What follows belongs to an exercise in optimizing a design on an open flow for small area; a production flow would make more cautious choices.
Only simulation tests tie the RTL to the original design; equivalence was not proved.
Power and IR drop assume default switching activity.

`flow/config.mk`:
```
export PLATFORM = sky130hd
export DESIGN_NAME = CandyCrush_Simple
export DESIGN_NICKNAME = CandyCrush_Simple
export VERILOG_FILES = /design/flow/design.v
export SDC_FILE = /design/flow/constraint.sdc
export NUM_CORES = 4
export LEC_CHECK = 0
export CAP_MARGIN = 20
export CORE_MARGIN = 2
export CORE_UTILIZATION = 40
export SLEW_MARGIN = 20
```
`flow/constraint.sdc`:
```
create_clock -name core_clock -period 6.0 [get_ports {Clk}]
set_input_delay 1.2000 -clock core_clock [delete_from_list [all_inputs] [get_ports {Clk}]]
set_output_delay 1.2000 -clock core_clock [all_outputs]
set_load 0.01 [all_outputs]
```
`flow/design.v`:
```
`timescale 1ns / 1ps
module CandyCrush_Simple(
      Clk, Reset, BtnC, BtnL, BtnR, BtnU, BtnD,
      ColorXY,
      Enable,
      rewriteX, rewriteY, X, Y, swapX, swapY,
      randFlag, swapFlag,
      stateNum
    );
input BtnC, BtnL, BtnR, BtnU, BtnD, Clk, Reset;
input [2:0] ColorXY;
input Enable;
output reg [2:0] rewriteX, rewriteY;
output reg [2:0] X, Y;
output reg [2:0] swapX, swapY;
output randFlag, swapFlag;
output reg [3:0] stateNum;
reg [4:0] state;
reg [2:0] firstX, firstY;
reg [2:0] upY, downY, leftX, rightX;
reg found;
reg [2:0] colIdx;           
localparam [4:0]
InitialVar  = 5'h01,
SelectFirst = 5'h02,
SelectSecond= 5'h03,
SwapColor   = 5'h04,
CheckUp     = 5'h05,        
CheckDown   = 5'h15,        
CheckRight  = 5'h0E,        
CheckLeft   = 5'h1E,        
CheckDone   = 5'h0F,        
UpCheck     = 5'h06,
DownCheck   = 5'h07,
RightCheck  = 5'h08,
LeftCheck   = 5'h09,
ColumnCheck = 5'h0A,
ColumnEnd   = 5'h1A,        
SlideDown   = 5'h0B,
FillRand    = 5'h0C,
ResetValues = 5'h0D;
assign randFlag = (state == FillRand);
assign swapFlag = (state == SwapColor) | (state == SlideDown);
always @(posedge Clk)
   stateNum <= (state[3:1] == 3'b111) ? 4'd5 : state[3:0];
reg axisX, stepUp;
wire [2:0] coord = axisX ? X : Y;
wire [2:0] towards = stepUp ? coord : ~coord;    
wire atLimit = &towards;
wire [2:0] moved = {coord[2] ^ (towards[1] & towards[0]), coord[1] ^ towards[0], ~coord[0]};
always @*
begin
   case (state)
      SelectFirst, SelectSecond:
      begin
         axisX = !(BtnU | BtnD);
         stepUp = !BtnU & (BtnD | BtnR);
      end
      CheckUp, UpCheck:       begin axisX = 1'b0; stepUp = 1'b0; end
      CheckDown, DownCheck:   begin axisX = 1'b0; stepUp = 1'b1; end
      CheckRight, RightCheck: begin axisX = 1'b1; stepUp = 1'b1; end
      CheckLeft, LeftCheck:   begin axisX = 1'b1; stepUp = 1'b0; end
      default:                begin axisX = 1'b0; stepUp = 1'b0; end
   endcase
end
function ge3;
   input [2:0] a, b;
   ge3 = (a[2] & ~b[2]) | (~(a[2] ^ b[2]) & ((a[1] & ~b[1]) | (~(a[1] ^ b[1]) & (a[0] | ~b[0]))));
endfunction
wire match = (ColorXY == colIdx);
wire isFirst = (colIdx == firstX);
wire inRange = ge3(colIdx, leftX) && ge3(rightX, colIdx);
wire active = inRange && (!isFirst || (found && !(upY == 3'd0 && downY == 3'd7)));
wire [2:0] topY = isFirst ? upY : firstY;
wire [2:0] topDec = (topY == 3'd0) ? 3'd0 : topY - 3'd1;
wire anyBtn = BtnU | BtnD | BtnR | BtnL;
always @(posedge Clk)
begin
   if (Reset)
   begin
      state <= InitialVar;
      X <= 3'd0;
      Y <= 3'd0;
      rewriteX <= 3'd0;
      rewriteY <= 3'd0;
      swapX <= 3'd0;
      swapY <= 3'd0;
   end
   else if (Enable)
   begin
      case (state)
      InitialVar:
      begin
         state <= SelectFirst;
         X <= 3'd3;
         Y <= 3'd3;
      end
      SelectFirst:
      begin
         if (BtnC)
         begin
            state <= SelectSecond;
            colIdx <= ColorXY;
         end
         else if (anyBtn && !atLimit)
         begin
            if (axisX) X <= moved; else Y <= moved;
         end
      end
      SelectSecond:
      begin
         if (anyBtn)
         begin
            state <= SwapColor;
            swapX <= X;
            swapY <= Y;
            if (!atLimit)
            begin
               if (axisX) X <= moved; else Y <= moved;
            end
         end
      end
      SwapColor:
      begin
         state <= CheckUp;
         firstX <= X;
         firstY <= Y;
         upY <= Y;
         downY <= Y;
         leftX <= X;
         rightX <= X;
         found <= 1'b0;
      end
      CheckUp:
      begin
         if (!atLimit)
         begin
            state <= UpCheck;
            Y <= moved;
         end
         else
            state <= CheckDown;
      end
      CheckDown:
      begin
         if (!atLimit)
         begin
            state <= DownCheck;
            Y <= moved;
         end
         else
            state <= CheckRight;
      end
      CheckRight:
      begin
         if (!atLimit)
         begin
            state <= RightCheck;
            X <= moved;
         end
         else
            state <= CheckLeft;
      end
      CheckLeft:
      begin
         X <= moved;
         if (!atLimit)
            state <= LeftCheck;
         else
            state <= CheckDone;
      end
      CheckDone:
      begin
         state <= ColumnCheck;
         colIdx <= 3'd0;
      end
      UpCheck:
      begin
         if (match)
         begin
            found <= 1'b1;
            upY <= Y;
         end
         if (match && !atLimit)
            Y <= moved;
         else
         begin
            state <= CheckDown;
            Y <= firstY;
         end
      end
      DownCheck:
      begin
         if (match)
         begin
            found <= 1'b1;
            downY <= Y;
         end
         if (match && !atLimit)
            Y <= moved;
         else
         begin
            state <= CheckRight;
            Y <= firstY;
         end
      end
      RightCheck:
      begin
         if (match)
         begin
            found <= 1'b1;
            rightX <= X;
         end
         if (match && !atLimit)
            X <= moved;
         else
         begin
            state <= CheckLeft;
            X <= firstX;
         end
      end
      LeftCheck:
      begin
         if (match)
         begin
            found <= 1'b1;
            leftX <= X;
         end
         if (match && !atLimit)
            X <= moved;
         else
         begin
            state <= CheckDone;
            X <= firstX;
         end
      end
      ColumnCheck:
      begin
         if (active)
         begin
            state <= SlideDown;
            swapX <= colIdx;
            X <= colIdx;
            swapY <= isFirst ? downY : firstY;
            Y <= topDec;
         end
         else
         begin
            colIdx <= colIdx + 3'd1;
            if (colIdx == 3'd7)
               state <= ColumnEnd;
         end
      end
      ColumnEnd:
         state <= ResetValues;
      SlideDown:
      begin
         if (swapY != 3'd0) swapY <= swapY - 3'd1;
         if (!atLimit)
            Y <= moved;
         else
         begin
            state <= FillRand;
            rewriteX <= colIdx;
            rewriteY <= 3'd0;
         end
      end
      FillRand:
      begin
         if (isFirst && upY != downY)
         begin
            rewriteY <= rewriteY + 3'd1;
            upY <= upY + 3'd1;
         end
         else
         begin
            colIdx <= colIdx + 3'd1;
            if (colIdx == 3'd7)
               state <= ColumnEnd;
            else
               state <= ColumnCheck;
         end
      end
      ResetValues:
      begin
         state <= SelectFirst;
         X <= firstX;
         Y <= firstY;
         rewriteX <= 3'd0;
         rewriteY <= 3'd0;
         swapX <= 3'd0;
         swapY <= 3'd0;
      end
      default:
         state <= InitialVar;
      endcase
   end
end
endmodule
```
`flow/run.sh`:
```
#!/bin/bash
# synth_recipe.tcl (not shown) runs the flow's synth.tcl, then flattens the netlist and writes it again
# the make line also repeats each setting of config.mk as NAME=value (left out here)
make -C /OpenROAD-flow-scripts/flow DESIGN_CONFIG=/design/flow/config.mk WORK_HOME=/design/flow/orfs CLKGATE_MAP_FILE= SYNTH_SCRIPT=/design/flow/synth_recipe.tcl finish
```
==> results.json, run 1 <==
{
  "cts_resized": 0,
  "crit_buf_inv": 1,
  "period_needed_ns": 3.83,
  "setup_tns_ns": 0,
  "synth-main-ff-cell": "dfxtp_1",
  "ys_ff_latch": 49,
  "synth_edf_count": 22,
  "ioPinCount": 35,
  "preCtsSetupSlack_ns": 1.85,
  "crit_required_ns": 6.21,
  "crit_family": "simple AND/OR/NAND/NOR gates",
  "start_util_pct": 41.2,
  "post_cts_buffers": 0,
  "hold_depth": 2,
  "crit_path_start_kind": "input pin",
  "fmax_mhz": 261,
  "grt_first_pass_wirelength_mm": 17.1,
  "clkLatencyLatePin_ns": 0.31,
  "grt_pass1_vias": 3243,
  "syn_nets": 469,
  "design_area_um2": 4040,
  "cts_sinks": 49,
  "dp.cells": 562,
  "rr_worst_depth": 8,
  "vias_per_cell": 6.12,
  "yosys.area.top_type": "edfxtp_1",
  "synth_area_um2": 3570,
  "cts_buffers": 5,
  "clock_path_buffers": 2,
  "final_cells": 570,
  "coreArea_um2": 8680,
  "areaGrowthSynthToFinish_pct": 13.1,
  "maxCapViolations": 0,
  "grt_max_degree": 43,
  "drt_iter0_markers": 352,
  "yosys-top-cells-area": "edfxtp_1 18%, dfxtp_1 15%, a21oi_1 5.5%",
  "cts-root-buf": "clkbuf_8",
  "top_register": "state",
  "dieArea_um2": 9700,
  "largest_register_ffs": 5,
  "n_antenna_cell": 0,
  "crit_arrival_ns": 4.04,
  "endpoint_kind": "flop",
  "cts_tree": "done",
  "timing.final.crit_share_pct": 63.9,
  "clk_pin_slew_ns": 0.11,
  "slowest_stage": "o311a_1",
  "final_core_util_pct": 46.6,
  "placed_area_um2": 3950,
  "power_density_nw_per_um2": 200,
  "outcome": "complete, no violations",
  "ys_types": 71,
  "drc": 0,
  "fin_ws_ns": 2.17,
  "total_power_uw": 806,
  "htree_levels": 2,
  "worstHoldPathType": "flop to flop",
  "overflow": 0,
  "nNetsFinal": 483,
  "synth_top_area_share_pct": 18.5,
  "syn_area_per_cell_um2": 7.99,
  "whs_ns": 0.463,
  "yosysSeqAreaShare_pct": 33.6,
  "leakage_nw": 1.39,
  "rsz0062_at_grt": "no",
  "ctsHoldBuffers": 0,
  "slowest_delay_ns": 0.48,
  "setup_viol": 0,
  "synth-async-reset-ratio_pct": 0,
  "fillCellCount": 901,
  "largestRegisters": "state x5, stateNum x4",
  "crit_path_cell_trace": "clkdlybuf4s50_1 -> or2_2 -> o311a_1 -> or4_1 -> and4_4 -> or2_1 -> xnor2_1 -> a311oi_1 -> o21ai_1",
  "post-dp-hpwl_mm": 7.59,
  "worstSetupPathType": "input pin to flop",
  "die_w_um": 98.5,
  "grt_usage_pct": 21.8,
  "route.vias.total": 3491,
  "rows": 34,
  "antenna_found_initial": 0,
  "drv_slew": 0,
  "slew_headroom_pct": 35.2,
  "ant_nets": 0,
  "routabilityCongestion": 0.958,
  "clock-skew-final_ns": 0.0112,
  "synthMostInstantiatedCell": "nor2_1",
  "hold_viol_final": 0,
  "syn_inst": 447,
  "synth_common_cells": "48 x nor2_1, 42 x nand2_1, 39 x a21oi_1",
  "fp.dieH_um": 98.5,
  "wirelength_mm": 10.4,
  "tightest_slew_ns": 0.947,
  "wl_per_cell_um": 18.3,
  "vdd_drop_max_uv": 99.2,
  "cp_max_fo": 12,
  "drt_pass1_iterations": 5,
  "drive_gt1_share_pct": 8.23,
  "path_depth": 9,
  "ys_warn_count": 1,
  "port_buffers": 34
}
cells in the final DEF, fill, tap and decap left out, types with 12 or more instances in the layout:
| cell type | instances |
|---|---|
| a21oi_1 | 39 |
| clkdlybuf4s50_1 | 34 |
| dfxtp_1 | 27 |
| edfxtp_1 | 22 |
| inv_1 | 15 |
| nand2_1 | 42 |
| nand2b_1 | 12 |
| nand3_1 | 15 |
| nor2_1 | 48 |
| o21ai_0 | 21 |
path summary, 6_finish.rpt:
kind / start / slack [ns] / to
worst max-delay path: BtnD / 2.17 / state[0]
worst min register to register: rewriteX[0] / 0.46 / rewriteX[0]
worst min-delay path: rewriteX[0] / 0.46 / rewriteX[0]
worst max register to register: state[1] / 2.52 / X[1]
routing by layer:
layer	wire [um]	vias up	GRT usage (%)
met2	4800	151	34.8
met4	218	0	6.95
met3	686	20	3.05
met5	0	-	0
met1	4720	1647	30.6
li1	-	1673	-
worst register-to-register path: cells and delay by family, from the launching register on:
kind | cells | cell delay [ns]
AOI/OAI and AO/OA | 5 | 1.57
DFF | 1 | 0.92
and+or+nand+nor | 3 | 0.88
power breakdown:
| group | switching (mW) | total [mW] | internal [mW] |
|---|---|---|---|
| sequential | 0.0284 | 0.391 | 0.363 |
| combinational | 0.121 | 0.209 | 0.0883 |
| clock | 0.122 | 0.206 | 0.0836 |
| total | 0.272 | 0.806 | 0.534 |
logic make-up after synthesis:
kind of cell | count (synthesis) | share of synthesized area, %
buffers and inverters | 50 | 5.88
AOI/OAI and AO/OA | 141 | 26.7
muxes | 6 | 1.86
DFF | 49 | 33.6
and+or+nand+nor | 176 | 24.7
xor gates and xnor gates | 14 | 3.43
adders and majority gates | 11 | 3.85
area by class of cell:
class	instances	area (um2)	share of cell area [%]
Clock buffer	6	72.6	1.80
Clock inverter	2	13.8	0.341
Inverter	15	56.3	1.39
Multi-Input combinational cell	348	2160	53.5
Sequential cell	49	1200	29.7
Tap cell	108	135	3.34
Timing Repair Buffer	42	400	9.91
==> run 2, diff against run 1 <==
--- a/flow/config.mk
+++ b/flow/config.mk
@@ -5,6 +5,7 @@
 export SDC_FILE = /design/flow/constraint.sdc
 export NUM_CORES = 4
 export LEC_CHECK = 0
+export ABC_AREA = 1
 export CAP_MARGIN = 20
 export CORE_MARGIN = 2
 export CORE_UTILIZATION = 40
==> results.json, run 2 <==
{
  "worstSetupPathType": "flop to output pin",
  "setup_viol": 0,
  "crit_required_ns": 4.80,
  "largest_register_ffs": 5,
  "setup_tns_ns": 0,
  "drt_iter0_markers": 173,
  "port_buffers": 34,
  "clk_pin_slew_ns": 0.09,
  "yosys-top-cells-area": "edfxtp_1 20%, dfxtp_1 16%, nand2_1 13%",
  "hold_viol_final": 0,
  "synth-async-reset-ratio_pct": 0,
  "fmax_mhz": 277,
  "cp_max_fo": 6,
  "ctsHoldBuffers": 0,
  "crit_path_cell_trace": "inv_1 -> nor2_1 -> nand2_1 -> nor2_1 -> inv_1 -> nand2_1 -> clkdlybuf4s50_1",
  "clkLatencyLatePin_ns": 0.31,
  "fp.dieH_um": 94.9,
  "clock-skew-final_ns": 0.00917,
  "crit_family": "buffers and inverters",
  "start_util_pct": 40.8,
  "cts_buffers": 5,
  "antenna_found_initial": 0,
  "wirelength_mm": 10.4,
  "syn_inst": 471,
  "vdd_drop_max_uv": 102,
  "period_needed_ns": 3.61,
  "ys_warn_count": 1,
  "internal_power_uw": 600,
  "drv_slew": 0,
  "synth_top_area_share_pct": 20.0,
  "top_register": "state",
  "synth_common_cells": "111 x nand2_1, 66 x inv_1, 58 x nor2_1",
  "worstHoldPathType": "flop to flop",
  "htree_levels": 2,
  "outcome": "complete, no violations",
  "total_power_uw": 908,
  "cts_tree": "done",
  "synthMostInstantiatedCell": "nand2_1",
  "final_common_cell": "nand2_1",
  "routabilityCongestion": 1.02,
  "fin_ws_ns": 2.39,
  "drive_gt1_share_pct": 8.02,
  "die_w_um": 94.9,
  "timing.final.crit_share_pct": 60.2,
  "leakage_nw": 1.72,
  "maxCapViolations": 0,
  "areaGrowthSynthToFinish_pct": 17.8,
  "slowest_stage": "clkdlybuf4s50_1",
  "crit_arrival_ns": 2.41,
  "grt_usage_pct": 24.5,
  "syn_area_per_cell_um2": 7.02,
  "drc": 0,
  "rsz0062_at_grt": "no",
  "switching_share_pct": 33.9,
  "clkPwrFrac_pct": 28.1,
  "power_switching_uw": 307,
  "placed_area_um2": 3780,
  "cts_resized": 0,
  "synth_area_um2": 3310,
  "preCtsSetupSlack_ns": 2.74,
  "synth-main-ff-cell": "dfxtp_1",
  "crit_path_start_kind": "flop",
  "grt_first_pass_wirelength_mm": 16.6,
  "yosysSeqAreaShare_pct": 36.3,
  "n_antenna_cell": 0,
  "yosys.area.top_type": "edfxtp_1",
  "power_density_nw_per_um2": 233,
  "ioPinCount": 35,
  "vias_per_cell": 5.28,
  "route.vias.total": 3252,
  "overflow": 0,
  "dieArea_um2": 9010,
  "nNetsFinal": 532,
  "wl_per_cell_um": 16.9,
  "slowest_delay_ns": 0.54,
  "p_comb_share_pct": 28.3,
  "clock_path_buffers": 2,
  "ys_ff_latch": 49,
  "cts_sinks": 49,
  "post_cts_buffers": 0,
  "seq_power_share_pct": 43.6,
  "rows": 33,
  "syn_nets": 493,
  "ys_types": 41,
  "final_cell_mix": "111 x nand2_1, 66 x inv_1, 58 x nor2_1, 34 x clkdlybuf4s50_1, 33 x o21ai_0",
  "post-dp-hpwl_mm": 8.18,
  "synth_edf_count": 22,
  "slew_headroom_pct": 55.3,
  "endpoint_kind": "output pin",
  "largestRegisters": "state x5, stateNum x4",
  "coreArea_um2": 8090,
  "crit_buf_inv": 3,
  "cts-root-buf": "clkbuf_8",
  "design_area_um2": 3890,
  "grt_max_degree": 18,
  "drt_pass1_iterations": 5,
  "whs_ns": 0.450,
  "grt_pass1_vias": 3194,
  "ant_nets": 0,
  "tightest_slew_ns": 0.664
}
==> run 2: logic make-up (layout without fill, tap and decap cells) <==
| logic type | count (synthesis) | after routing | synth area share [%] |
|---|---|---|---|
| AOI/OAI and AO/OA | 82 | 82 | 14.3 |
| buffers and inverters | 73 | 113 | 8.33 |
| DFF | 49 | 49 | 36.3 |
| adders and majority gates | 11 | 11 | 4.16 |
| xor gates and xnor gates | 12 | 12 | 3.18 |
| and+or+nand+nor | 244 | 244 | 33.6 |
==> run 2: worst paths after layout <==
path | startpoint | to | slack, ns | cells after the start
worst min-delay path | state[2] | stateNum[2] | 0.45 | 0
worst max-delay path | state[2] | swapFlag | 2.39 | 7
worst min register to register | state[2] | stateNum[2] | 0.45 | 0
worst max register to register | state[0] | Y[0] | 3.31 | 13
==> run 2: cell type report <==
cell class | count | area (um2)
Fill cell | 871 | 4200
Clock inverter | 1 | 30.0
Tap cell | 105 | 131
Inverter | 69 | 259
Sequential cell | 49 | 1200
Timing Repair Buffer | 36 | 355
Multi-Input combinational cell | 349 | 1830
Clock buffer | 7 | 86.3
==> run 2: per-layer routing <==
metal | vias up | wire length [um] | global-route usage, %
met2 | 103 | 4830 | 40.6
met5 | - | 0 | 0
met3 | 33 | 473 | 3.99
li1 | 1624 | - | -
met1 | 1492 | 4700 | 31.5
met4 | 0 | 389 | 10.5
==> run 2: power by group through the flow <==
stage	Sequential, mW	Combinational, mW	Clock [mW]
2_1_floorplan	0.397	0.167	0
3_3_place_gp	0.403	0.254	0
3_5_place_dp	0.403	0.253	0
4_1_cts	0.396	0.254	0.259
5_1_grt	0.399	0.285	0.268
6_report	0.395	0.257	0.255
==> run 2: stage by stage <==
stage          utilization, %  std cells
2_1_floorplan               -        471
3_3_place_gp             46.7        608
3_5_place_dp             46.7        608
4_1_cts                  48.1        616
5_1_grt                  48.1        616
6_report                 48.1        616

separate check: timing with driven ports:
How much do the figures lean on ideal ports? The routed layouts below were timed once more, with nothing changed but the port constraints. Step 1 sets driving cells, clkbuf_16 on the clock port and buf_2 on the other inputs (assumed; they add their load-dependent delay and slew). Step 2 moves the port delays by t, midway between the first and last clock arrival at a register: inputs arrive t later, outputs are due t later. That takes back most of the time a late clock gives input paths. Slacks: ideal ports / drivers / drivers and shift; pairs: ideal ports / drivers.
| run | shift t [ns] | slack for setup (ns) | worst hold slack (ns) | worst setup path after step 2 |
|---|---|---|---|---|
| run 1 | 0.337 | 2.167 / 2.178 / 1.842 | 0.463 / 0.463 / 0.463 | input to register |
| run 2 | 0.337 | 2.390 / 2.358 / 2.694 | 0.450 / 0.450 / 0.450 | register to output |
After both steps setup and hold are still met in every run listed. The setup slack of run 1, which loses most, moves by +0.011 ns with the drivers and by -0.325 ns with both steps.
